From an optimization exercise on the open Yosys and OpenROAD flow, aimed at small area and a short achievable clock period; shortcuts taken in it are not production practice.
At most, simulation tests tie the RTL to the original design; equivalence was not proved.

## main
==> module thresholding, before the edit <==
module thresholding(
    input wire clk, reset, enable,
    input wire signed [11 : 0] sig,
    output wire signed [11 : 0] y,
    output reg done,
    output reg [11 : 0] id
    );
localparam W = 13;
function lt_const11(input [10 : 0] a, input [10 : 0] k);
    integer i;
    reg r;
    begin
        r = 1'b0;
        for (i = 0; i < 11; i = i + 1)
            r = k[i] ? (~a[i] | r) : (~a[i] & r);
        lt_const11 = r;
    end
endfunction
function le_const16(input [15 : 0] a, input [15 : 0] k);
    integer i;
    reg r;
    begin
        r = 1'b1;
        for (i = 0; i < 16; i = i + 1)
            r = k[i] ? (~a[i] | r) : (~a[i] & r);
        le_const16 = r;
    end
endfunction
function [11 : 0] add_const12(input [11 : 0] a, input [11 : 0] k);
    integer i, j, m;
    reg c, t;
    begin
        for (i = 0; i < 12; i = i + 1) begin
            c = 1'b0;
            for (j = 0; j < i; j = j + 1) begin
                if (k[j]) begin
                    t = 1'b1;
                    for (m = i - 1; m > j; m = m - 1)
                        if (!k[m]) t = t & a[m];
                    t = t & a[j];
                    c = c | t;
                end
            end
            add_const12[i] = a[i] ^ k[i] ^ c;
        end
    end
endfunction
reg [11 : 0] dn [0 : W - 1];          
reg [16 : 0] nl;                      
reg [11 : 0] x13b;                    
reg first;                            
reg [5 : 0] grp;                      
wire idle = ~id[11] & (&id[10 : 0]);
wire working = ~idle;
reg [11 : 0] id_inc;
reg id_c;
integer k;
always @* begin
    id_c = 1'b1;
    for (k = 0; k < 12; k = k + 1) begin
        id_inc[k] = id[k] ^ id_c;
        id_c = id_c & id[k];
    end
end
wire [11 : 0] x = add_const12(sig, 12'd3138);                
wire wrapx = sig[11] & lt_const11(sig[10 : 0], 11'd958);      
wire [11 : 0] spl = {~sig[11], sig[10 : 0]};                  
wire [16 : 0] n = nl + {5'd0, x13b} + {5'd0, ~dn[0][11], dn[0][10 : 0]} + 17'h1f001;
wire f0 = ~n[16] | le_const16(n[15 : 0], 16'd25366);          
wire fw = ~n[16] & ~((&n[15 : 8]) & ~le_const16({8'd0, n[7 : 0]}, 16'd90));    
wire late = ~id[11] & ((|id[10 : 4]) | (id[3] & id[2]));
wire valid = ~first | late;
wire [11 : 0] x12b = (valid & ~reset) ? {dn[W - 1][11], ~dn[W - 1][10 : 0]} : 12'h800;
function [33 : 0] csa(input [11 : 0] sl, input [16 : 0] nn, input f);
    reg [16 : 0] r0, r2, r3, s1, l2b, s2, c2;
    reg [17 : 0] c1;
    begin
        r0 = {5'd0, sl};
        r2 = {3'd0, sl, 2'b00};
        r3 = {2'd0, sl, f, 2'b00};            
        s1 = r0 ^ r2 ^ r3;
        c1 = {(r0 & r2) | (r0 & r3) | (r2 & r3), 1'b0};
        l2b = {c1[16 : 3], f, f, f};          
        s2 = s1 ^ l2b ^ nn;
        c2 = {(s1[15 : 0] & l2b[15 : 0]) | (s1[15 : 0] & nn[15 : 0]) | (l2b[15 : 0] & nn[15 : 0]), 1'b0};
        csa = {s2, c2};
    end
endfunction
function [1 : 0] grp4(input [3 : 0] g, input [3 : 0] p);
    begin
        grp4[1] = g[3] | (p[3] & (g[2] | (p[2] & (g[1] | (p[1] & g[0])))));
        grp4[0] = &p;
    end
endfunction
function low_grp(input [7 : 0] a, input [7 : 0] b, input cin);
    reg [7 : 0] g, p;
    reg [1 : 0] q0, q1;
    begin
        g = a & b;
        p = a ^ b;
        q0 = grp4({g[3 : 1], g[0] | (p[0] & cin)}, p[3 : 0]);
        q1 = grp4(g[7 : 4], p[7 : 4]);
        low_grp = q1[1] | (q1[0] & q0[1]);
    end
endfunction
function [2 : 0] top_grp(input [4 : 0] a, input [4 : 0] b, input [4 : 0] k);
    reg [4 : 0] ta, tb;
    reg [1 : 0] q;
    begin
        ta = a ^ b ^ k;
        tb = {(a[3 : 0] & b[3 : 0]) | (a[3 : 0] & k[3 : 0]) | (b[3 : 0] & k[3 : 0]), 1'b0};
        q = grp4(ta[3 : 0] & tb[3 : 0], ta[3 : 0] ^ tb[3 : 0]);
        top_grp = {ta[4] ^ tb[4], q};
    end
endfunction
wire [33 : 0] cs0 = csa(spl, n, 1'b0);
wire [33 : 0] cs1 = csa(spl, n, 1'b1);
wire [16 : 0] s2 = cs0[33 : 17];
wire [16 : 0] c2 = cs0[16 : 0];
wire lo0 = low_grp(cs0[24 : 17], cs0[7 : 0], 1'b0);
wire lo1 = low_grp(cs1[24 : 17], cs1[7 : 0], 1'b1);
wire [1 : 0] mid = grp4(s2[11 : 8] & c2[11 : 8], s2[11 : 8] ^ c2[11 : 8]);
wire [2 : 0] top0 = top_grp(s2[16 : 12], c2[16 : 12], 5'd0);
wire [2 : 0] top1 = top_grp(s2[16 : 12], c2[16 : 12], 5'd13);
wire [2 : 0] top2 = top_grp(s2[16 : 12], c2[16 : 12], 5'd26);
wire [2 : 0] top = (wrapx & fw) ? top2 : (wrapx | fw) ? top1 : top0;
wire lo = f0 ? lo1 : lo0;
wire c16 = grp[4] | (grp[3] & (grp[2] | (grp[1] & grp[0])));
wire ysel = ~(grp[5] ^ c16);
assign y = ysel ? ~dn[0] : 12'd0;
integer j;
always @(posedge clk) begin
    if (working) begin
        for (j = 1; j < W; j = j + 1)
            dn[j] <= dn[j - 1];
    end
    if (reset)
        dn[0] <= 12'hfff;
    else if (working)
        dn[0] <= ~x;
    if (reset | working)
        x13b <= x12b;
    if (reset) begin
        nl <= 17'd90902;
        first <= 1'b1;
        done <= 1'b0;
        id <= 12'd2047;
    end else begin
        done <= working;
        if (working) begin
            id <= id_inc;
            nl <= n;
            if (late)
                first <= 1'b0;
        end else begin
            id <= {enable, 11'h7ff};
        end
    end
    grp <= {top, mid, lo};
end
endmodule
Settings: LEC_CHECK=0, CAP_MARGIN=20, CORE_MARGIN=2, CORE_UTILIZATION=40, CTS_BUF_LIST=sky130_fd_sc_hd__clkbuf_8, CTS_CLUSTER_DIAMETER=60, CTS_CLUSTER_SIZE=20, SLEW_MARGIN=20; clock period 14.0 ns.
standard.sh (not shown) runs the stock make flow with config.mk's settings and CLKGATE_MAP_FILE= SYNTH_SCRIPT=/design/flow/synth_recipe.tcl, a recipe that flattens the netlist after the stock synthesis.
==> flow/flow/run.sh <==
#!/bin/bash
set -euo pipefail
bash standard.sh "BUFFER_PORTS_ARGS=-buffer_cell sky130_fd_sc_hd__buf_1" SETUP_SLACK_MARGIN=9.3 finish > standard.log 2>&1
Input-level comparison between the feature branch and main:
-- flow/design.v --
<<< main, line 48
reg [11 : 0] dn [0 : W - 1];          
reg [16 : 0] nl;                      
reg [11 : 0] x13b;                    
reg first;                            
reg [5 : 0] grp;                      
>>> the feature branch, line 48
reg [11 : 0] dn [0 : W - 1];          
reg [16 : 0] nl;                      
reg [11 : 0] x13;                     
reg first;                            
reg [5 : 0] grp;                      
<<< main, line 66
wire wrapx = sig[11] & lt_const11(sig[10 : 0], 11'd958);      
wire [11 : 0] spl = {~sig[11], sig[10 : 0]};                  
wire [16 : 0] n = nl + {5'd0, x13b} + {5'd0, ~dn[0][11], dn[0][10 : 0]} + 17'h1f001;
wire f0 = ~n[16] | le_const16(n[15 : 0], 16'd25366);          
wire fw = ~n[16] & ~((&n[15 : 8]) & ~le_const16({8'd0, n[7 : 0]}, 16'd90));    
wire late = ~id[11] & ((|id[10 : 4]) | (id[3] & id[2]));
wire valid = ~first | late;
wire [11 : 0] x12b = (valid & ~reset) ? {dn[W - 1][11], ~dn[W - 1][10 : 0]} : 12'h800;
function [33 : 0] csa(input [11 : 0] sl, input [16 : 0] nn, input f);
    reg [16 : 0] r0, r2, r3, s1, l2b, s2, c2;
>>> the feature branch, line 66
wire wrapx = sig[11] & lt_const11(sig[10 : 0], 11'd958);      
wire [11 : 0] spl = {~sig[11], sig[10 : 0]};                  
wire [16 : 0] n = nl + {{5{x13[11]}}, x13} + {{5{dn[0][11]}}, dn[0]} + 17'd1;    
wire f0 = ~n[16] | le_const16(n[15 : 0], 16'd25366);          
wire fw = ~n[16] & ~((&n[15 : 8]) & ~le_const16({8'd0, n[7 : 0]}, 16'd90));    
wire late = ~id[11] & ((|id[10 : 4]) | (id[3] & id[2]));
wire valid = ~first | late;
wire [11 : 0] x12 = (valid & ~reset) ? ~dn[W - 1] : 12'd0;
function [33 : 0] csa(input [11 : 0] sl, input [16 : 0] nn, input f);
    reg [16 : 0] r0, r2, r3, s1, l2b, s2, c2;
<<< main, line 127
wire lo = f0 ? lo1 : lo0;
wire c16 = grp[4] | (grp[3] & (grp[2] | (grp[1] & grp[0])));
wire ysel = ~(grp[5] ^ c16);
assign y = ysel ? ~dn[0] : 12'd0;
integer j;
always @(posedge clk) begin
>>> the feature branch, line 127
wire lo = f0 ? lo1 : lo0;
wire c16 = grp[4] | (grp[3] & (grp[2] | (grp[1] & grp[0])));
wire [11 : 0] y_c0 = grp[5] ? 12'd0 : ~dn[0];
wire [11 : 0] y_c1 = grp[5] ? ~dn[0] : 12'd0;
assign y = c16 ? y_c1 : y_c0;
integer j;
always @(posedge clk) begin
<<< main, line 140
        dn[0] <= ~x;
    if (reset | working)
        x13b <= x12b;
    if (reset) begin
        nl <= 17'd90902;
>>> the feature branch, line 141
        dn[0] <= ~x;
    if (reset | working)
        x13 <= x12;
    if (reset) begin
        nl <= 17'd90902;
Findings:
The feature branch has number of resized instances in the post-cts repair step below what main had. The feature branch vs. main: number of cells in the finished layout apart from fillers has remained practically unchanged, worst setup slack has decreased, total routing resource utilization after global routing has increased, synthesized-area fraction occupied by adder cells has increased, largest net degree at the start of global routing has increased. Looking at destination of the critical timing path, the grp[3] result is from main; the y[9] one comes from the feature branch. Going from main to the feature branch, average size of a mapped cell grew by 0.77%, area growth from synthesis to layout shrank by 0.53 points, routed wire length grew by 1.3%.
Function not checked in main: the RTL went through the layout flow alone.

---

Setup of umber:
thresholding, a different RTL version from the one above (not shown whole).
Size: about 210 flip-flops, roughly 9600 um^2 of cells after synthesis.
## thresholding
module thresholding(
    input wire clk, reset, enable,
    input wire signed [11 : 0] sig,
    output wire signed [11 : 0] y,
    output reg done,
    output reg [11 : 0] id
    );
localparam W = 13;
function lt_const11(input [10 : 0] a, input [10 : 0] k);
    integer i;
    reg r;
    begin
        r = 1'b0;
        for (i = 0; i < 11; i = i + 1)
            r = k[i] ? (~a[i] | r) : (~a[i] & r);
        lt_const11 = r;
    end
endfunction
function le_const16(input [15 : 0] a, input [15 : 0] k);
    integer i;
    reg r;
    begin
        r = 1'b1;
        for (i = 0; i < 16; i = i + 1)
            r = k[i] ? (~a[i] | r) : (~a[i] & r);
        le_const16 = r;
    end
endfunction
function [11 : 0] add_const12(input [11 : 0] a, input [11 : 0] k);
    integer i, j, m;
    reg c, t;
    begin
        for (i = 0; i < 12; i = i + 1) begin
            c = 1'b0;
            for (j = 0; j < i; j = j + 1) begin
                if (k[j]) begin
                    t = 1'b1;
                    for (m = i - 1; m > j; m = m - 1)
                        if (!k[m]) t = t & a[m];
                    t = t & a[j];
                    c = c | t;
                end
            end
            add_const12[i] = a[i] ^ k[i] ^ c;
        end
    end
endfunction
reg [11 : 0] dn [0 : W - 1];          
reg [16 : 0] nl;                      
reg [11 : 0] x13;                     
reg first;                            
reg [7 : 0] grp;                      
  ...
==> module thresholding, before the edit <==
module thresholding(
    input wire clk, reset, enable,
    input wire signed [11 : 0] sig,
    output wire signed [11 : 0] y,
    output reg done,
    output reg [11 : 0] id
    );
localparam W = 13;
function lt_const11(input [10 : 0] a, input [10 : 0] k);
    integer i;
    reg r;
    begin
        r = 1'b0;
        for (i = 0; i < 11; i = i + 1)
            r = k[i] ? (~a[i] | r) : (~a[i] & r);
        lt_const11 = r;
    end
endfunction
function le_const16(input [15 : 0] a, input [15 : 0] k);
    integer i;
    reg r;
    begin
        r = 1'b1;
        for (i = 0; i < 16; i = i + 1)
            r = k[i] ? (~a[i] | r) : (~a[i] & r);
        le_const16 = r;
    end
endfunction
function [11 : 0] add_const12(input [11 : 0] a, input [11 : 0] k);
    integer i, j, m;
    reg c, t;
    begin
        for (i = 0; i < 12; i = i + 1) begin
            c = 1'b0;
            for (j = 0; j < i; j = j + 1) begin
                if (k[j]) begin
                    t = 1'b1;
                    for (m = i - 1; m > j; m = m - 1)
                        if (!k[m]) t = t & a[m];
                    t = t & a[j];
                    c = c | t;
                end
            end
            add_const12[i] = a[i] ^ k[i] ^ c;
        end
    end
endfunction
reg [11 : 0] dn [0 : W - 1];          
reg [16 : 0] nl;                      
reg [11 : 0] x13;                     
reg first;                            
reg [7 : 0] grp;                      
wire idle = ~id[11] & (&id[10 : 0]);
wire working = ~idle;
reg [11 : 0] id_inc;
reg id_c;
integer k;
always @* begin
    id_c = 1'b1;
    for (k = 0; k < 12; k = k + 1) begin
        id_inc[k] = id[k] ^ id_c;
        id_c = id_c & id[k];
    end
end
wire [11 : 0] x = add_const12(sig, 12'd3138);                
wire wrapx = sig[11] & lt_const11(sig[10 : 0], 11'd958);      
wire [11 : 0] spl = {~sig[11], sig[10 : 0]};                  
wire [16 : 0] n = nl + {{5{x13[11]}}, x13} + {{5{dn[0][11]}}, dn[0]} + 17'd1;    
wire f0 = ~n[16] | le_const16(n[15 : 0], 16'd25366);          
wire fw = ~n[16] & ~((&n[15 : 8]) & ~le_const16({8'd0, n[7 : 0]}, 16'd90));    
wire late = ~id[11] & ((|id[10 : 4]) | (id[3] & id[2]));
wire valid = ~first | late;
wire [11 : 0] x12 = (valid & ~reset) ? ~dn[W - 1] : 12'd0;
function [33 : 0] csa(input [11 : 0] sl, input [16 : 0] nn, input f);
    reg [16 : 0] r0, r2, r3, s1, l2b, s2, c2;
    reg [17 : 0] c1;
    begin
        r0 = {5'd0, sl};
        r2 = {3'd0, sl, 2'b00};
        r3 = {2'd0, sl, f, 2'b00};            
        s1 = r0 ^ r2 ^ r3;
        c1 = {(r0 & r2) | (r0 & r3) | (r2 & r3), 1'b0};
        l2b = {c1[16 : 3], f, f, f};          
        s2 = s1 ^ l2b ^ nn;
        c2 = {(s1[15 : 0] & l2b[15 : 0]) | (s1[15 : 0] & nn[15 : 0]) | (l2b[15 : 0] & nn[15 : 0]), 1'b0};
        csa = {s2, c2};
    end
endfunction
function [1 : 0] grp4(input [3 : 0] g, input [3 : 0] p);
    begin
        grp4[1] = g[3] | (p[3] & (g[2] | (p[2] & (g[1] | (p[1] & g[0])))));
        grp4[0] = &p;
    end
endfunction
function [2 : 0] low_grp(input [7 : 0] a, input [7 : 0] b, input cin);
    reg [7 : 0] g, p;
    reg [1 : 0] q0, q1;
    begin
        g = a & b;
        p = a ^ b;
        q0 = grp4({g[3 : 1], g[0] | (p[0] & cin)}, p[3 : 0]);
        q1 = grp4(g[7 : 4], p[7 : 4]);
        low_grp = {q0[1], q1};
    end
endfunction
function [2 : 0] top_grp(input [4 : 0] a, input [4 : 0] b, input [4 : 0] k);
    reg [4 : 0] ta, tb;
    reg [1 : 0] q;
    begin
        ta = a ^ b ^ k;
        tb = {(a[3 : 0] & b[3 : 0]) | (a[3 : 0] & k[3 : 0]) | (b[3 : 0] & k[3 : 0]), 1'b0};
        q = grp4(ta[3 : 0] & tb[3 : 0], ta[3 : 0] ^ tb[3 : 0]);
        top_grp = {ta[4] ^ tb[4], q};
    end
endfunction
wire [33 : 0] cs0 = csa(spl, n, 1'b0);
wire [33 : 0] cs1 = csa(spl, n, 1'b1);
wire [16 : 0] s2 = cs0[33 : 17];
wire [16 : 0] c2 = cs0[16 : 0];
wire [2 : 0] lo0 = low_grp(cs0[24 : 17], cs0[7 : 0], 1'b0);
wire [2 : 0] lo1 = low_grp(cs1[24 : 17], cs1[7 : 0], 1'b1);
wire [1 : 0] mid = grp4(s2[11 : 8] & c2[11 : 8], s2[11 : 8] ^ c2[11 : 8]);
wire [2 : 0] top0 = top_grp(s2[16 : 12], c2[16 : 12], 5'd0);
wire [2 : 0] top1 = top_grp(s2[16 : 12], c2[16 : 12], 5'd13);
wire [2 : 0] top2 = top_grp(s2[16 : 12], c2[16 : 12], 5'd26);
wire [2 : 0] top = (wrapx & fw) ? top2 : (wrapx | fw) ? top1 : top0;
wire [2 : 0] lo = f0 ? lo1 : lo0;
wire c16 = grp[6] | (grp[5] & (grp[4] | (grp[3] & (grp[2] | (grp[1] & grp[0])))));
wire [11 : 0] y_c0 = grp[7] ? 12'd0 : ~dn[0];
wire [11 : 0] y_c1 = grp[7] ? ~dn[0] : 12'd0;
assign y = c16 ? y_c1 : y_c0;
integer j;
always @(posedge clk) begin
    if (working) begin
        for (j = 1; j < W; j = j + 1)
            dn[j] <= dn[j - 1];
    end
    if (reset)
        dn[0] <= 12'hfff;
    else if (working)
        dn[0] <= ~x;
    if (reset | working)
        x13 <= x12;
    if (reset) begin
        nl <= 17'd90902;
        first <= 1'b1;
        done <= 1'b0;
        id <= 12'd2047;
    end else begin
        done <= working;
        if (working) begin
            id <= id_inc;
            nl <= n;
            if (late)
                first <= 1'b0;
        end else begin
            id <= {enable, 11'h7ff};
        end
    end
    grp <= {top, mid, lo[1 : 0], lo[2]};
end
endmodule
export LEC_CHECK = 0
export CAP_MARGIN = 20
export CORE_MARGIN = 2
export CORE_UTILIZATION = 40
export CTS_BUF_LIST = sky130_fd_sc_hd__clkbuf_8
export CTS_CLUSTER_DIAMETER = 60
export CTS_CLUSTER_SIZE = 20
export SLEW_MARGIN = 20
create_clock -name core_clock -period 14.0 [get_ports {clk}]
==> flow/flow/run.sh <==
#!/bin/bash
set -euo pipefail
bash standard.sh "BUFFER_PORTS_ARGS=-buffer_cell sky130_fd_sc_hd__buf_2" SETUP_SLACK_MARGIN=9.3 finish > standard.log 2>&1
Modified inputs, nickel compared to umber
--- a/flow/design.v
+++ b/flow/design.v
@@ -48,9 +48,9 @@
 reg [11 : 0] dn [0 : W - 1];          
 reg [16 : 0] nl;                      
 reg [11 : 0] x13;                     
 reg first;                            
-reg [7 : 0] grp;                      
+reg [5 : 0] grp;                      
 wire idle = ~id[11] & (&id[10 : 0]);
 wire working = ~idle;
 reg [11 : 0] id_inc;
 reg id_c;
@@ -91,17 +91,17 @@
         grp4[1] = g[3] | (p[3] & (g[2] | (p[2] & (g[1] | (p[1] & g[0])))));
         grp4[0] = &p;
     end
 endfunction
-function [2 : 0] low_grp(input [7 : 0] a, input [7 : 0] b, input cin);
+function low_grp(input [7 : 0] a, input [7 : 0] b, input cin);
     reg [7 : 0] g, p;
     reg [1 : 0] q0, q1;
     begin
         g = a & b;
         p = a ^ b;
         q0 = grp4({g[3 : 1], g[0] | (p[0] & cin)}, p[3 : 0]);
         q1 = grp4(g[7 : 4], p[7 : 4]);
-        low_grp = {q0[1], q1};
+        low_grp = q1[1] | (q1[0] & q0[1]);
     end
 endfunction
 function [2 : 0] top_grp(input [4 : 0] a, input [4 : 0] b, input [4 : 0] k);
     reg [4 : 0] ta, tb;
@@ -116,19 +116,19 @@
 wire [33 : 0] cs0 = csa(spl, n, 1'b0);
 wire [33 : 0] cs1 = csa(spl, n, 1'b1);
 wire [16 : 0] s2 = cs0[33 : 17];
 wire [16 : 0] c2 = cs0[16 : 0];
-wire [2 : 0] lo0 = low_grp(cs0[24 : 17], cs0[7 : 0], 1'b0);
-wire [2 : 0] lo1 = low_grp(cs1[24 : 17], cs1[7 : 0], 1'b1);
+wire lo0 = low_grp(cs0[24 : 17], cs0[7 : 0], 1'b0);
+wire lo1 = low_grp(cs1[24 : 17], cs1[7 : 0], 1'b1);
 wire [1 : 0] mid = grp4(s2[11 : 8] & c2[11 : 8], s2[11 : 8] ^ c2[11 : 8]);
 wire [2 : 0] top0 = top_grp(s2[16 : 12], c2[16 : 12], 5'd0);
 wire [2 : 0] top1 = top_grp(s2[16 : 12], c2[16 : 12], 5'd13);
 wire [2 : 0] top2 = top_grp(s2[16 : 12], c2[16 : 12], 5'd26);
 wire [2 : 0] top = (wrapx & fw) ? top2 : (wrapx | fw) ? top1 : top0;
-wire [2 : 0] lo = f0 ? lo1 : lo0;
-wire c16 = grp[6] | (grp[5] & (grp[4] | (grp[3] & (grp[2] | (grp[1] & grp[0])))));
-wire [11 : 0] y_c0 = grp[7] ? 12'd0 : ~dn[0];
-wire [11 : 0] y_c1 = grp[7] ? ~dn[0] : 12'd0;
+wire lo = f0 ? lo1 : lo0;
+wire c16 = grp[4] | (grp[3] & (grp[2] | (grp[1] & grp[0])));
+wire [11 : 0] y_c0 = grp[5] ? 12'd0 : ~dn[0];
+wire [11 : 0] y_c1 = grp[5] ? ~dn[0] : 12'd0;
 assign y = c16 ? y_c1 : y_c0;
 integer j;
 always @(posedge clk) begin
     if (working) begin
@@ -156,7 +156,7 @@
         end else begin
             id <= {enable, 11'h7ff};
         end
     end
-    grp <= {top, mid, lo[1 : 0], lo[2]};
+    grp <= {top, mid, lo};
 end
 endmodule
### Flow results
As far as final-layout worst hold slack is concerned, nickel and umber perform about the same.
Worst hold path cell count (nickel over umber): increase, 1
Compare nickel and umber | net count after synthesis lower: umber
Vias: nickel above umber
On cell count: between nickel and umber, it ends up higher for nickel.
The flow did not stop early for nickel: all stages ran, and the layout cleared the timing, design-rule and antenna checks.

[separate check: timing with driven ports]
In the flow no input, the clock included, has a driving cell. The finished layouts below were timed again as built, in two steps. Step 1 sets driving cells, clkbuf_16 on the clock port and buf_2 on the other inputs (assumed; they add their load-dependent delay and slew). Step 2 adds t to the input delays and takes it off the output delays; t is the mean of the earliest and latest rising clock arrival at the registers after step 1. Input paths then give back, and output paths get back, about the clock's delay inside the block. a / b / c = ideal ports / drivers / drivers and shift; a / b = the first two.
| run | shift t [ns] | setup slack, ns | worst register clock-pin slew, ns | pins driven straight from the clock port |
|---|---|---|---|---|
| main | 0.555 | 9.432 / 9.439 / 8.884 | 0.12 / 0.12 | 1 |
| the feature branch | 0.540 | 9.391 / 9.350 / 8.872 | 0.12 / 0.12 | 1 |
| umber | 0.548 | 9.244 / 9.203 / 8.858 | 0.12 / 0.12 | 1 |
| nickel | 0.540 | 9.390 / 9.352 / 8.935 | 0.12 / 0.12 | 1 |
After both steps every run listed still meets setup and hold. For main, which loses most, drivers alone change the setup slack by +0.007 ns; drivers and shift together by -0.548 ns.
